What follows belongs to an exercise in optimizing a design on an open flow for small area; a production flow would make more cautious choices.
In this exercise RTL edits were held to simulation tests only and were not proved equivalent to the original.
Power figures rest on the tool's default switching activity, not on a simulated workload.

==> inputs of run P <==
==> flow/design.v <==
`timescale 1ns / 1ps
module test_adt7420_driver (
    input  logic CLK100MHZ,
    input  logic RST,
    input  logic TMP_SDA_I,
    output logic TMP_SDA_O,
    output logic TMP_SDA_OE,
    output logic TMP_SCL,
    output logic [6:0] SEG,
    output logic [7:0] AN,
    output logic [15:0] LED
);
    logic [8:0] pre;
    logic [4:0] jc;                                
    logic       scl;
    logic [4:0] slot;
    logic [2:0] a5;
    logic [2:0] sel;
    logic       powered;
    logic [7:0] shreg;
    logic [7:0] temp_c;
    wire tick     = (pre == 9'd499);
    wire b10_wrap = jc[4] & ~jc[3];                
    wire b10_8    = jc[3] & ~jc[2];                
    wire b10_0    = ~jc[4] & ~jc[0];               
    wire b10_ge5  = jc[4];                         
    wire slot_end = b10_wrap & ~scl;               
    wire blk_end  = slot_end & slot[0];            
    wire a5_wrap  = (a5 == 3'd4);
    wire shift_slot = (slot <= 5'd17) | (slot == 5'd19) | (slot == 5'd27);
    wire sample     = scl & b10_8 & shift_slot;
    wire load       = powered & (slot == 5'd26) & ~scl & b10_0;
    always_ff @(posedge CLK100MHZ) begin
        if (RST) begin
            pre     <= 9'd0;
            jc      <= 5'd0;
            scl     <= 1'b1;
            slot    <= 5'd12;
            a5      <= 3'd0;
            sel     <= 3'd0;
            powered <= 1'b0;
            temp_c  <= 8'd0;
        end else begin
            pre <= tick ? 9'd0 : pre + 9'd1;
            if ((slot == 5'd0) & (sel == 3'd2))
                powered <= 1'b1;
            if (tick) begin
                jc <= {jc[3:0], ~jc[4]};
                if (b10_wrap)
                    scl <= ~scl;
                if (slot_end)
                    slot <= (slot == 5'd27) ? 5'd0 : slot + 5'd1;
                if (blk_end) begin
                    a5 <= a5_wrap ? 3'd0 : a5 + 3'd1;
                    if (a5_wrap)
                        sel <= sel + 3'd1;
                end
                if (load)
                    temp_c <= shreg;
            end
        end
    end
    always_ff @(posedge CLK100MHZ)
        if (tick & sample)
            shreg <= {shreg[6:0], TMP_SDA_I};
    wire late = ~scl & b10_ge5;                    
    logic oe_u, o_u;
    always_comb begin
        oe_u = 1'b0;
        o_u  = 1'b1;
        case (slot)
            5'd0:  begin oe_u = 1'b1; o_u = late | (scl & ~b10_ge5); end
            5'd1:  begin oe_u = 1'b1; o_u = ~late; end
            5'd2:  begin oe_u = 1'b1; o_u = 1'b0; end
            5'd3:  begin oe_u = 1'b1; o_u = late; end
            5'd4:  begin oe_u = 1'b1; o_u = ~late; end
            5'd5:  begin oe_u = 1'b1; o_u = late; end
            5'd6:  begin oe_u = 1'b1; o_u = 1'b1; end
            5'd7:  begin oe_u = 1'b1; o_u = 1'b1; end
            5'd8:  begin oe_u = scl;  o_u = 1'b1; end
            5'd17: begin oe_u = ~scl; o_u = 1'b0; end
            5'd18: begin oe_u = scl;  o_u = 1'b0; end
            5'd26: begin oe_u = ~scl; o_u = 1'b1; end
            5'd27: begin oe_u = 1'b1; o_u = 1'b1; end
            default: ;
        endcase
    end
    assign TMP_SDA_OE = ~powered | oe_u;
    assign TMP_SDA_O  = ~powered | o_u;
    assign TMP_SCL    = scl;
    logic [2:0] r5 [0:10];
    logic [9:0] q5;
    wire  [9:0] c4 = {temp_c, 2'b00};
    assign r5[0] = 3'd0;
    for (genvar i = 0; i < 10; i++) begin : g_div5
        always_comb begin
            case ({r5[i], c4[9-i]})
                4'd0: {q5[9-i], r5[i+1]} = {1'b0, 3'd0};
                4'd1: {q5[9-i], r5[i+1]} = {1'b0, 3'd1};
                4'd2: {q5[9-i], r5[i+1]} = {1'b0, 3'd2};
                4'd3: {q5[9-i], r5[i+1]} = {1'b0, 3'd3};
                4'd4: {q5[9-i], r5[i+1]} = {1'b0, 3'd4};
                4'd5: {q5[9-i], r5[i+1]} = {1'b1, 3'd0};
                4'd6: {q5[9-i], r5[i+1]} = {1'b1, 3'd1};
                4'd7: {q5[9-i], r5[i+1]} = {1'b1, 3'd2};
                4'd8: {q5[9-i], r5[i+1]} = {1'b1, 3'd3};
                4'd9: {q5[9-i], r5[i+1]} = {1'b1, 3'd4};
                default: {q5[9-i], r5[i+1]} = 4'bxxxx;
            endcase
        end
    end
    wire [7:0] temp_f = temp_c + q5[7:0] + 8'd32;
    assign LED = {temp_f, temp_c};
    wire [7:0] v     = sel[2] ? temp_f : temp_c;
    logic [3:0] r10 [0:8];
    logic [7:0] tens8;
    assign r10[0] = 4'd0;
    for (genvar i = 0; i < 8; i++) begin : g_div10
        wire [3:0] t = {r10[i][2:0], v[7-i]};
        assign tens8[7-i] = (r10[i] > 4'd4);
        assign r10[i+1]   = tens8[7-i] ? t - 4'd10 : t;
    end
    wire [3:0] ones = r10[8];
    wire [3:0] digit = sel[0] ? tens8[3:0] : ones;
    logic [6:0] dseg;
    always_comb begin
        case (digit)
            4'd0: dseg = 7'b000_0001;
            4'd1: dseg = 7'b100_1111;
            4'd2: dseg = 7'b001_0010;
            4'd3: dseg = 7'b000_0110;
            4'd4: dseg = 7'b100_1100;
            4'd5: dseg = 7'b010_0100;
            4'd6: dseg = 7'b010_0000;
            4'd7: dseg = 7'b000_1111;
            4'd8: dseg = 7'b000_0000;
            4'd9: dseg = 7'b000_0100;
            default: dseg = 7'b111_1111;
        endcase
    end
    always_comb begin
        if (sel[1])
            SEG = dseg;
        else if (sel[0])
            SEG = 7'b001_1100;                     
        else if (sel[2])
            SEG = 7'b011_1000;                     
        else
            SEG = 7'b011_0001;                     
    end
    assign AN = ~(8'd1 << sel);
endmodule
==> flow/run.sh <==
#!/bin/bash
# synth_recipe.tcl (not shown) runs the flow's synth.tcl, then flattens the netlist and writes it again
# the make line also repeats each setting of config.mk as NAME=value (left out here)
make -C /OpenROAD-flow-scripts/flow DESIGN_CONFIG=/design/flow/config.mk WORK_HOME=/design/flow/orfs CLKGATE_MAP_FILE= SYNTH_SCRIPT=/design/flow/synth_recipe.tcl finish
==> flow/config.mk <==
export PLATFORM = sky130hd
export DESIGN_NAME = test_adt7420_driver
export DESIGN_NICKNAME = test_adt7420_driver
export VERILOG_FILES = /design/flow/design.v
export SDC_FILE = /design/flow/constraint.sdc
export NUM_CORES = 4
export LEC_CHECK = 0
export ABC_AREA = 1
export CAP_MARGIN = 20
export CORE_MARGIN = 2
export CORE_UTILIZATION = 60
export CTS_BUF_LIST = sky130_fd_sc_hd__clkbuf_2 sky130_fd_sc_hd__clkbuf_4
export SLEW_MARGIN = 20
==> flow/constraint.sdc <==
create_clock -name core_clock -period 13.0 [get_ports {CLK100MHZ}]
set_input_delay 2.6000 -clock core_clock [delete_from_list [all_inputs] [get_ports {CLK100MHZ}]]
set_output_delay 2.6000 -clock core_clock [all_outputs]
set_load 0.01 [all_outputs]
==> inputs of run X, as changes to run P <==
==> flow/design.v, changed modules only <==
module test_adt7420_driver (
    input  logic CLK100MHZ,
    input  logic RST,
    input  logic TMP_SDA_I,
    output logic TMP_SDA_O,
    output logic TMP_SDA_OE,
    output logic TMP_SCL,
    output logic [6:0] SEG,
    output logic [7:0] AN,
    output logic [15:0] LED
);
    logic [8:0] pre;
    logic [4:0] jc;                                
    logic       scl;
    logic [4:0] slot;
    logic [2:0] a5;
    logic [2:0] sel;
    logic       powered;
    logic [7:0] shreg;
    logic [7:0] temp_c;
    wire tick     = ~|{pre[8:6], pre[4:2], pre[0]};
    wire b10_wrap = jc[4] & ~jc[3];                
    wire b10_8    = jc[3] & ~jc[2];                
    wire b10_ge5  = jc[4];                         
    wire slot_end = b10_wrap & ~scl;               
    wire blk_end  = slot_end & slot[0];            
    wire a5_wrap  = (a5 == 3'd4);
    wire shift_slot = ~slot[4] | (~slot[3] & ~slot[2] & (slot[0] | ~slot[1]));
    wire sample     = scl & b10_8 & shift_slot;
    wire load       = powered & slot[4] & slot[3] & slot[1] & ~slot[0] & ~scl;
    always_ff @(posedge CLK100MHZ) begin
        if (RST) begin
            pre     <= 9'h010;
            jc      <= 5'd0;
            scl     <= 1'b1;
            slot    <= 5'd12;
            a5      <= 3'd0;
            sel     <= 3'd0;
            powered <= 1'b0;
            temp_c  <= 8'd0;
        end else begin
            pre <= tick ? 9'h010 : {pre[7:0], pre[8] ^ pre[4]};
            if (~slot[4] & ~slot[3] & ~slot[2] & sel[1] & ~sel[0])
                powered <= 1'b1;
            if (tick) begin
                jc <= {jc[3:0], ~jc[4]};
                if (b10_wrap)
                    scl <= ~scl;
                if (slot_end)
                    slot <= (slot == 5'd27) ? 5'd0 : slot + 5'd1;
                if (blk_end) begin
                    a5 <= a5_wrap ? 3'd0 : a5 + 3'd1;
                    if (a5_wrap)
                        sel <= sel + 3'd1;
                end
                if (load)
                    temp_c <= shreg;
            end
        end
    end
    always_ff @(posedge CLK100MHZ)
        if (tick & sample)
            shreg <= {shreg[6:0], TMP_SDA_I};
    wire late = ~scl & b10_ge5;                    
    logic oe_u, o_u;
    always_comb begin
        oe_u = 1'b0;
        o_u  = 1'b1;
        case (slot)
            5'd0:  begin oe_u = 1'b1; o_u = late | (scl & ~b10_ge5); end
            5'd1:  begin oe_u = 1'b1; o_u = ~late; end
            5'd2:  begin oe_u = 1'b1; o_u = 1'b0; end
            5'd3:  begin oe_u = 1'b1; o_u = late; end
            5'd4:  begin oe_u = 1'b1; o_u = ~late; end
            5'd5:  begin oe_u = 1'b1; o_u = late; end
            5'd6:  begin oe_u = 1'b1; o_u = 1'b1; end
            5'd7:  begin oe_u = 1'b1; o_u = 1'b1; end
            5'd8:  begin oe_u = scl;  o_u = 1'b1; end
            5'd17: begin oe_u = ~scl; o_u = 1'b0; end
            5'd18: begin oe_u = scl;  o_u = 1'b0; end
            5'd26: begin oe_u = ~scl; o_u = 1'b1; end
            5'd27: begin oe_u = 1'b1; o_u = 1'b1; end
            default: ;
        endcase
    end
    assign TMP_SDA_OE = ~powered | oe_u;
    assign TMP_SDA_O  = ~powered | o_u;
    assign TMP_SCL    = scl;
    logic [2:0] r5 [0:10];
    logic [9:0] q5;
    wire  [9:0] c4 = {temp_c, 2'b00};
    assign r5[0] = 3'd0;
    for (genvar i = 0; i < 10; i++) begin : g_div5
        wire [3:0] t = {r5[i], c4[9-i]};
        assign q5[9-i]  = (t >= 4'd5);
        assign r5[i+1]  = q5[9-i] ? 3'(t - 4'd5) : t[2:0];
    end
    wire [7:0] temp_f = temp_c + q5[7:0] + 8'd32;
    assign LED = {temp_f, temp_c};
    wire [7:0] v     = sel[2] ? temp_f : temp_c;
    logic [3:0] r10 [0:8];
    logic [7:0] tens8;
    assign r10[0] = 4'd0;
    for (genvar i = 0; i < 8; i++) begin : g_div10
        wire [4:0] t = {r10[i], v[7-i]};
        assign tens8[7-i] = (t >= 5'd10);
        assign r10[i+1]   = tens8[7-i] ? 4'(t - 5'd10) : t[3:0];
    end
    wire [3:0] ones = r10[8];
    wire [3:0] digit = sel[0] ? tens8[3:0] : ones;
    logic [6:0] dseg;
    always_comb begin
        case (digit)
            4'd0: dseg = 7'b000_0001;
            4'd1: dseg = 7'b100_1111;
            4'd2: dseg = 7'b001_0010;
            4'd3: dseg = 7'b000_0110;
            4'd4: dseg = 7'b100_1100;
            4'd5: dseg = 7'b010_0100;
            4'd6: dseg = 7'b010_0000;
            4'd7: dseg = 7'b000_1111;
            4'd8: dseg = 7'b000_0000;
            4'd9: dseg = 7'b000_0100;
            default: dseg = 7'b111_1111;
        endcase
    end
    always_comb begin
        if (sel[1])
            SEG = dseg;
        else if (sel[0])
            SEG = 7'b001_1100;                     
        else if (sel[2])
            SEG = 7'b011_1000;                     
        else
            SEG = 7'b011_0001;                     
    end
    assign AN = ~(8'd1 << sel);
endmodule
==> flow/flow/run.sh (new file) <==
#!/bin/bash
# Own layout flow: the standard flow (standard.sh), except that
#  - synthesis is the standard synthesis (synth_recipe.tcl) with a stronger,
#    area-oriented ABC script for the combinational logic (flow/area.abc) and no
#    separate adder mapping; registers are mapped exactly as in the standard run;
#  - port buffers use the smallest buffer cell;
#  - clock tree synthesis adds no dummy load cells.
set -euo pipefail
W=$(pwd)
F=$W/flow
cat > "$W/own_synth.tcl" <<EOS
proc abc {args} {
  set i [lsearch -exact \$args -script]
  if {\$i >= 0} { set args [lreplace \$args \$i [expr {\$i + 1}] -script $F/area.abc] }
  yosys abc {*}\$args
}
source $W/synth_recipe.tcl
EOS
CTS="CTS_ARGS=-sink_clustering_enable -repair_clock_nets -buf_list {sky130_fd_sc_hd__clkbuf_4 sky130_fd_sc_hd__clkbuf_8} -dont_use_dummy_load"
sed -e "s#SYNTH_SCRIPT=[^ ]*#SYNTH_SCRIPT=$W/own_synth.tcl ADDER_MAP_FILE= 'BUFFER_PORTS_ARGS=-buffer_cell sky130_fd_sc_hd__buf_1' '$CTS'#" standard.sh > "$W/own.sh"
bash "$W/own.sh" synth > "$W/synth.log" 2>&1
bash "$W/own.sh" finish > "$W/layout.log" 2>&1
==> flow/flow/area.abc (new file) <==
strash
dc2
&get -n
&deepsyn -T 15
&put
dch -f
amap
strash
&get -n
&deepsyn -T 15
&put
dch -f
amap
strash
&get -n
&deepsyn -T 15
&put
dch -f
amap
topo
==> flow/standard.sh (new file) <==
#!/bin/bash
# synth_recipe.tcl (not shown) runs the flow's synth.tcl, then flattens the netlist and writes it again
# the make line also repeats each setting of config.mk as NAME=value (left out here)
make -C /OpenROAD-flow-scripts/flow DESIGN_CONFIG=/design/flow/config.mk WORK_HOME=/design/flow/orfs CLKGATE_MAP_FILE= SYNTH_SCRIPT=/design/flow/synth_recipe.tcl "${@:-finish}"
--- a/flow/config.mk
+++ b/flow/config.mk
@@ -7,3 +7,2 @@
 export LEC_CHECK = 0
-export ABC_AREA = 1
 export CAP_MARGIN = 20
@@ -11,3 +10,2 @@
 export CORE_UTILIZATION = 60
-export CTS_BUF_LIST = sky130_fd_sc_hd__clkbuf_2 sky130_fd_sc_hd__clkbuf_4
 export SLEW_MARGIN = 20
removed: flow/run.sh
==> run notes <==
| metric | run P | run X |
|---|---|---|
| Syn_nets | 573 | 334 |
| CP Buf/Inv Count | 13 | 5 |
| Number of standard cells in the final layout excluding fillers | 640 | 421 |
| Pin count of the biggest net entering global routing | 21 | 22 |
| Fraction of the yosys area taken by sequential cells | 25.5% | 39.8% |
| Capture instance of the worst register-to-register path | sel[1]$_SDFFE_PP0P_ | sel[2]$_SDFFE_PP0P_ |
| Leakage power of the design | 1.96 nW | 0.893 nW |
| Status | complete, no violations | complete, no violations |
| Seq pwr share | 66.7% | 63.6% |
| Combinational power share | 2.1% | 3.0% |
| Total global routing track utilization | 22.7% | 25.7% |
| Source-to-sink clock delay at the later pin of the worst-skew pair | 0.34 ns | 0.29 ns |
| Cell with the biggest individual delay on the critical path | sky130_fd_sc_hd__clkdlybuf4s50_1 | sky130_fd_sc_hd__a21oi_1 |
| Area of the die | 6790 um^2 | 4460 um^2 |

what the ideal ports hide:
Ports are ideal in the flow. The routed layouts listed here were re-timed in OpenROAD.
Step 1, drivers: a clkbuf_16 drives CLK100MHZ and a buf_2 each remaining input, both assumed.
Step 2 moves the port delays by t, midway between the first and last clock arrival at a register: inputs arrive t later, outputs are due t later. That takes back most of the time a late clock gives input paths.
a / b / c = ideal ports / drivers / drivers and shift; a / b = the first two.
| run | shift t [ns] | setup slack, ns | worst setup path after step 2 | worst data-port slew with drivers (ns) |
|---|---|---|---|---|
| run P | 0.358 | 1.154 / 1.130 / 1.489 | register to output | 0.04 |
| run X | 0.303 | 1.977 / 1.954 / 2.257 | register to output | 0.03 |
After both steps setup and hold are still met in every run listed.
